This design comes from an exercise in tuning for small area and a short achievable clock period on the open sky130 flow, not from production work. Where RTL was checked, it was by simulation tests only, not by an equivalence proof against the original. Power and IR drop assume default switching activity.

== the previous run ==
==> flow/design.v <==
`timescale 1ns / 1ps
module DataPath16BitCpu_Clean(Clk,Reset,Restart,Ins,Mem_Out,PC,A,ALU_Out,B,MemWrite);
    input Clk;                           
    input Reset;                         
    input Restart;                       
    input [15:0] Ins;                    
    input [15:0] Mem_Out;                
    output [15:0] PC;                    
    output [15:0] A;                     
    output [15:0] ALU_Out;               
    output [15:0] B;                     
    output MemWrite;                     
    wire [3:0] op = Ins[15:12];
    wire [3:0] rs = Ins[11:8];
    wire [3:0] rt = Ins[7:4];
    wire [3:0] rd = Ins[3:0];
    wire [15:0] off = {{12{Ins[3]}}, Ins[3:0]};
    wire is_lw  = (op == 4'd8);
    wire is_sw  = (op == 4'd10);
    wire is_bne = (op == 4'd14);
    wire is_jmp = (op == 4'd15);
    wire is_r   = (op == 4'd0) | (op == 4'd1) | (op == 4'd2) | (op == 4'd6) | (op == 4'd7);
    wire we     = is_r | is_lw;
    wire [3:0] wa = op[3] ? rt : rd;     
    wire use_off = op[3] & ~op[2];       
    wire sub     = op[2];                
    assign MemWrite = is_sw;
    wire [15:0] C;                       
    wire [255:0] Rf;
    reg  [15:0] V;                       
    genvar i;
    generate
        for (i = 0; i < 16; i = i + 1) begin : rf
            reg [15:0] q;
            always @(posedge Clk)
                if (we && wa == i) q <= C;
            assign Rf[i*16 +: 16] = q;
        end
    endgenerate
    always @(posedge Clk or negedge Reset)
        if (~Reset) V <= 16'd0;
        else if (we) V <= V | (16'd1 << wa);
    assign A = Rf[rs*16 +: 16] & {16{V[rs]}};
    assign B = Rf[rt*16 +: 16] & {16{V[rt]}};
    wire [15:0] Y = use_off ? off : (B ^ {16{sub}});
    wire [15:0] sum = A + Y + {15'd0, sub};
    assign ALU_Out = sum;
    reg [15:0] res;
    always @(*)
        case (op[2:0])
            3'd0: res = A & B;
            3'd1: res = A | B;
            3'd7: res = {16{sum[15]}};
            default: res = sum;          
        endcase
    assign C = op[3] ? Mem_Out : res;
    reg [15:0] PCr;
    wire ne = |sum;                      
    wire [15:0] inc = (is_bne & ne) ? off + 16'd1 : 16'd1;
    wire [15:0] PC_Next = is_jmp ? Ins : PCr + inc;
    always @(posedge Clk or negedge Restart)
        if (~Restart) PCr <= 16'd0;
        else PCr <= PC_Next;
    assign PC = PCr;
endmodule
clock: 14.0 ns
lec_check: 0
abc_clock_period_in_ps: 2500
cap_margin: 20
core_margin: 2
core_utilization: 40
place_density: 0.6
setup_slack_margin: 5
slew_margin: 20
run.sh (not shown) runs the stock make flow with config.mk's settings and CLKGATE_MAP_FILE= SYNTH_SCRIPT=/design/flow/synth_recipe.tcl, a recipe that flattens the netlist after the stock synthesis.
The following lists how the current run was set up differently from the previous run:
-- flow/config.mk --
<<< the previous run, line 8
export ABC_CLOCK_PERIOD_IN_PS = 2500
>>> the current run, line 8
<<< the previous run, line 13
export SETUP_SLACK_MARGIN = 5
>>> the current run, line 12
Notes after the runs:
Maximum frequency delta for the current run relative to the previous run: 18% lower
The previous run → the current run: detailed-route vias per instance went down 0.062, remaining max-slew budget at the tightest pin went down 3.5 points, utilization after layout went down 4.6 points.
Per the comparison of the current run with the previous run, design area now smaller; clock-buffer cell count climbed 10; relative area of non-clock buffer cells in the final design fell by 5.3 points.
The run showing the smaller final period demand of the worst path is the previous run.
Going from the previous run to the current run, peak per-stage delay on the critical path grew by 0.21 ns, maximum clock skew at final layout went down, number of buffer and inverter stages on the critical path went down.
The current run completed end to end with timing, DRC and antenna clean.


## run 1
DataPath16BitCpu_Clean, a different RTL version from the one above (not shown whole).
Size in the first run: about 290 flip-flops, roughly 100 I/O pins, about 14000 um^2 of cells after synthesis.
==> flow/config.mk <==
export PLATFORM = sky130hd
export DESIGN_NAME = DataPath16BitCpu_Clean
export DESIGN_NICKNAME = DataPath16BitCpu_Clean
export VERILOG_FILES = /design/flow/design.v
export SDC_FILE = /design/flow/constraint.sdc
export NUM_CORES = 4
export LEC_CHECK = 0
export CAP_MARGIN = 20
export CORE_MARGIN = 2
export CORE_UTILIZATION = 55
export PLACE_DENSITY = 0.7
export SLEW_MARGIN = 20
==> flow/constraint.sdc <==
create_clock -name core_clock -period 14.0 [get_ports {Clk}]
set_input_delay 2.8000 -clock core_clock [delete_from_list [all_inputs] [get_ports {Clk}]]
set_output_delay 2.8000 -clock core_clock [all_outputs]
set_load 0.01 [all_outputs]
standard.sh (not shown) runs the stock make flow with config.mk's settings and CLKGATE_MAP_FILE= SYNTH_SCRIPT=/design/flow/synth_recipe.tcl, a recipe that flattens the netlist after the stock synthesis.
==> flow/flow/run.sh <==
#!/bin/bash
# Layout flow: the standard flow (standard.sh) with these changes:
#  - synthesis is the standard flow's synthesis script (flow/synth.tcl) with other ABC
#    mapping scripts: modules on the input-to-output paths (RdPort AddrGen Add16) are mapped
#    for delay (flow/fast.abc), the rest for area (flow/area.abc); the
#    half/full-adder extraction is off. Registers are unchanged.
#  - port buffers are plain buf_4 cells;
#  - setup repair aims for a slack margin of 5.5 ns.
# Each step's full output goes to its own log file here.
set -euo pipefail
F=$(pwd)/flow
MY_ABC_SCRIPT=$F/area.abc MY_ABC_FAST_SCRIPT=$F/fast.abc MY_ABC_FAST_MODULES="RdPort AddrGen Add16" \
  bash standard.sh SYNTH_SCRIPT=$F/synth.tcl ADDER_MAP_FILE= SYNTH_HIERARCHICAL=1 SYNTH_MINIMUM_KEEP_SIZE=0 synth > synth.log 2>&1
bash standard.sh "BUFFER_PORTS_ARGS=-buffer_cell sky130_fd_sc_hd__buf_4" SETUP_SLACK_MARGIN=5.5  "CTS_ARGS=-sink_clustering_enable -repair_clock_nets -dont_use_dummy_load -buf_list {sky130_fd_sc_hd__clkbuf_4 sky130_fd_sc_hd__clkbuf_8} -sink_clustering_size 20 -sink_clustering_max_diameter 50" "BUFFER_PORTS_ARGS=-buffer_cell sky130_fd_sc_hd__buf_2" finish > layout.log 2>&1
==> flow/flow/area.abc <==
strash; dc2; &get -n; &dch -f; &nf -R 1000; &put
==> flow/flow/fast.abc <==
&get -n; &st; &dch; &nf; &put
==> flow/flow/synth.tcl <==
# The standard flow's synthesis script (synth_recipe.tcl) with one change: the ABC mapping
# script. MY_ABC_SCRIPT replaces ORFS's script; with SYNTH_HIERARCHICAL 1, the
# modules named in MY_ABC_FAST_MODULES are mapped with MY_ABC_FAST_SCRIPT
# instead. Registers are not touched by ABC.
proc synth {args} { yosys synth -nofsm -noshare {*}$args }
proc abc {args} {
  set i [lsearch -exact $args -script]
  if { $i < 0 || ![info exists ::env(MY_ABC_SCRIPT)] } {
    yosys abc {*}$args
    return
  }
  set fast {}
  if { [info exists ::env(MY_ABC_FAST_MODULES)] } { set fast $::env(MY_ABC_FAST_MODULES) }
  if { [llength $fast] > 0 } {
    set fargs $args
    lset fargs [expr {$i + 1}] $::env(MY_ABC_FAST_SCRIPT)
    yosys abc {*}$fargs {*}$fast
    # the rest: ABC leaves the cells mapped above alone
    lset args [expr {$i + 1}] $::env(MY_ABC_SCRIPT)
    yosys abc {*}$args
  } else {
    lset args [expr {$i + 1}] $::env(MY_ABC_SCRIPT)
    yosys abc {*}$args
  }
}
source $::env(SCRIPTS_DIR)/synth.tcl
# left out here: clear keep_hierarchy, flatten, clean up, hide names made inside functions, write 1_2_yosys.v
diff inputs: run 1 => run 2
==> flow/flow/run.sh <==
#!/bin/bash
# Layout flow: the standard flow (standard.sh) with these changes:
#  - synthesis is the standard flow's synthesis script (flow/synth.tcl) with other ABC
#    mapping scripts: modules on the input-to-output paths (RdPort AddrGen) are mapped
#    for delay (flow/fast.abc), the rest for area (flow/area.abc); the
#    half/full-adder extraction is off. Registers are unchanged.
#  - port buffers are plain buf_4 cells;
#  - setup repair aims for a slack margin of 5 ns.
# Each step's full output goes to its own log file here.
set -euo pipefail
F=$(pwd)/flow
MY_ABC_SCRIPT=$F/area.abc MY_ABC_FAST_SCRIPT=$F/fast.abc MY_ABC_FAST_MODULES="RdPort AddrGen" \
  bash standard.sh SYNTH_SCRIPT=$F/synth.tcl ADDER_MAP_FILE= SYNTH_HIERARCHICAL=1 SYNTH_MINIMUM_KEEP_SIZE=0 synth > synth.log 2>&1
bash standard.sh "BUFFER_PORTS_ARGS=-buffer_cell sky130_fd_sc_hd__buf_4" SETUP_SLACK_MARGIN=5  "CTS_ARGS=-sink_clustering_enable -repair_clock_nets -dont_use_dummy_load -buf_list {sky130_fd_sc_hd__clkbuf_4 sky130_fd_sc_hd__clkbuf_8} -sink_clustering_size 20 -sink_clustering_max_diameter 50" "BUFFER_PORTS_ARGS=-buffer_cell sky130_fd_sc_hd__buf_1" finish > layout.log 2>&1
Findings:
[compare] base=run 1 new=run 2: total global routing track utilization now sits lower; number of cells on the critical path now sits higher; shortest period the worst path allows now sits higher; length of routed wiring on met1 now sits lower.
Between run 1 and run 2, post-route worst setup slack decreased.
> inputs changed (run 2 -> run 3)
Settings: changing CORE_UTILIZATION from 55 to 65; changing PLACE_DENSITY from 0.7 to 0.8.
==> flow/flow/run.sh <==
#!/bin/bash
# Layout flow: the standard flow (standard.sh) with these changes:
#  - synthesis is the standard flow's synthesis script (flow/synth.tcl) with other ABC
#    mapping scripts: modules on the input-to-output paths (RdPort AddrGen Add16) are mapped
#    for delay (flow/fast.abc), the rest for area (flow/area.abc); the
#    half/full-adder extraction is off. Registers are unchanged.
#  - port buffers are plain buf_4 cells;
#  - setup repair aims for a slack margin of 5 ns.
# Each step's full output goes to its own log file here.
set -euo pipefail
F=$(pwd)/flow
MY_ABC_SCRIPT=$F/area.abc MY_ABC_FAST_SCRIPT=$F/fast.abc MY_ABC_FAST_MODULES="RdPort AddrGen Add16" \
  bash standard.sh SYNTH_SCRIPT=$F/synth.tcl ADDER_MAP_FILE= SYNTH_HIERARCHICAL=1 SYNTH_MINIMUM_KEEP_SIZE=0 synth > synth.log 2>&1
bash standard.sh "BUFFER_PORTS_ARGS=-buffer_cell sky130_fd_sc_hd__buf_4" SETUP_SLACK_MARGIN=5  "CTS_ARGS=-sink_clustering_enable -repair_clock_nets -dont_use_dummy_load -buf_list {sky130_fd_sc_hd__clkbuf_4 sky130_fd_sc_hd__clkbuf_8} -sink_clustering_size 20 -sink_clustering_max_diameter 50" "BUFFER_PORTS_ARGS=-buffer_cell sky130_fd_sc_hd__buf_2" finish > layout.log 2>&1
### Flow results
- The insertion delay to the later sink of the worst-skew pair on run 3 is in line with that on run 2.
- The final reports for run 3 and run 2 show final weighted congestion in routability-driven placement higher in the former.
- Hold slack delta (run 3 − run 2): favourable
- Of run 3 and run 2, the higher post-route minimum period belongs to run 3.
- A worst setup path endpoint of rf[2].q[12] is what run 2 shows, while ALU_Out[15] belongs to run 3.
- The die height of run 3 is lower than that of run 2.
- Run 3 -> run 2: arithmetic-cell share of the synthesized area counting full adders, half adders and majority gates flat
- Part of the total power dissipated in combinational logic, run 3 and run 2: lower on run 2
No functional check of the RTL was part of any run of this note.

==> re-timing with driven ports <==
Ports are ideal in the flow. The routed layouts listed here were re-timed in OpenROAD. Step 1 sets driving cells, clkbuf_16 on the clock port and buf_2 on the other inputs (assumed; they add their load-dependent delay and slew). Step 2 moves the port delays by t, midway between the first and last clock arrival at a register: inputs arrive t later, outputs are due t later. That takes back most of the time a late clock gives input paths. Slacks: no drivers / after step 1 / after step 2; pairs: no drivers / after step 1.
run | t (ns) | setup WS [ns] | worst setup path after step 2 | worst data-port slew with drivers (ns)
the previous run | 0.621 | 4.673 / 4.436 / 4.249 | input to register | 0.25
the current run | 0.617 | 2.694 / 2.664 / 2.664 | input to output | 0.05
run 1 | 0.604 | 5.510 / 5.475 / 5.053 | input to register | 0.04
run 2 | 0.639 | 4.918 / 4.924 / 4.286 | input to register | 0.06
run 3 | 0.608 | 4.886 / 4.866 / 4.633 | input to register | 0.04
After both steps every run listed still meets setup and hold. The setup slack of run 2, which loses most, moves by +0.006 ns with the drivers and by -0.632 ns with both steps.
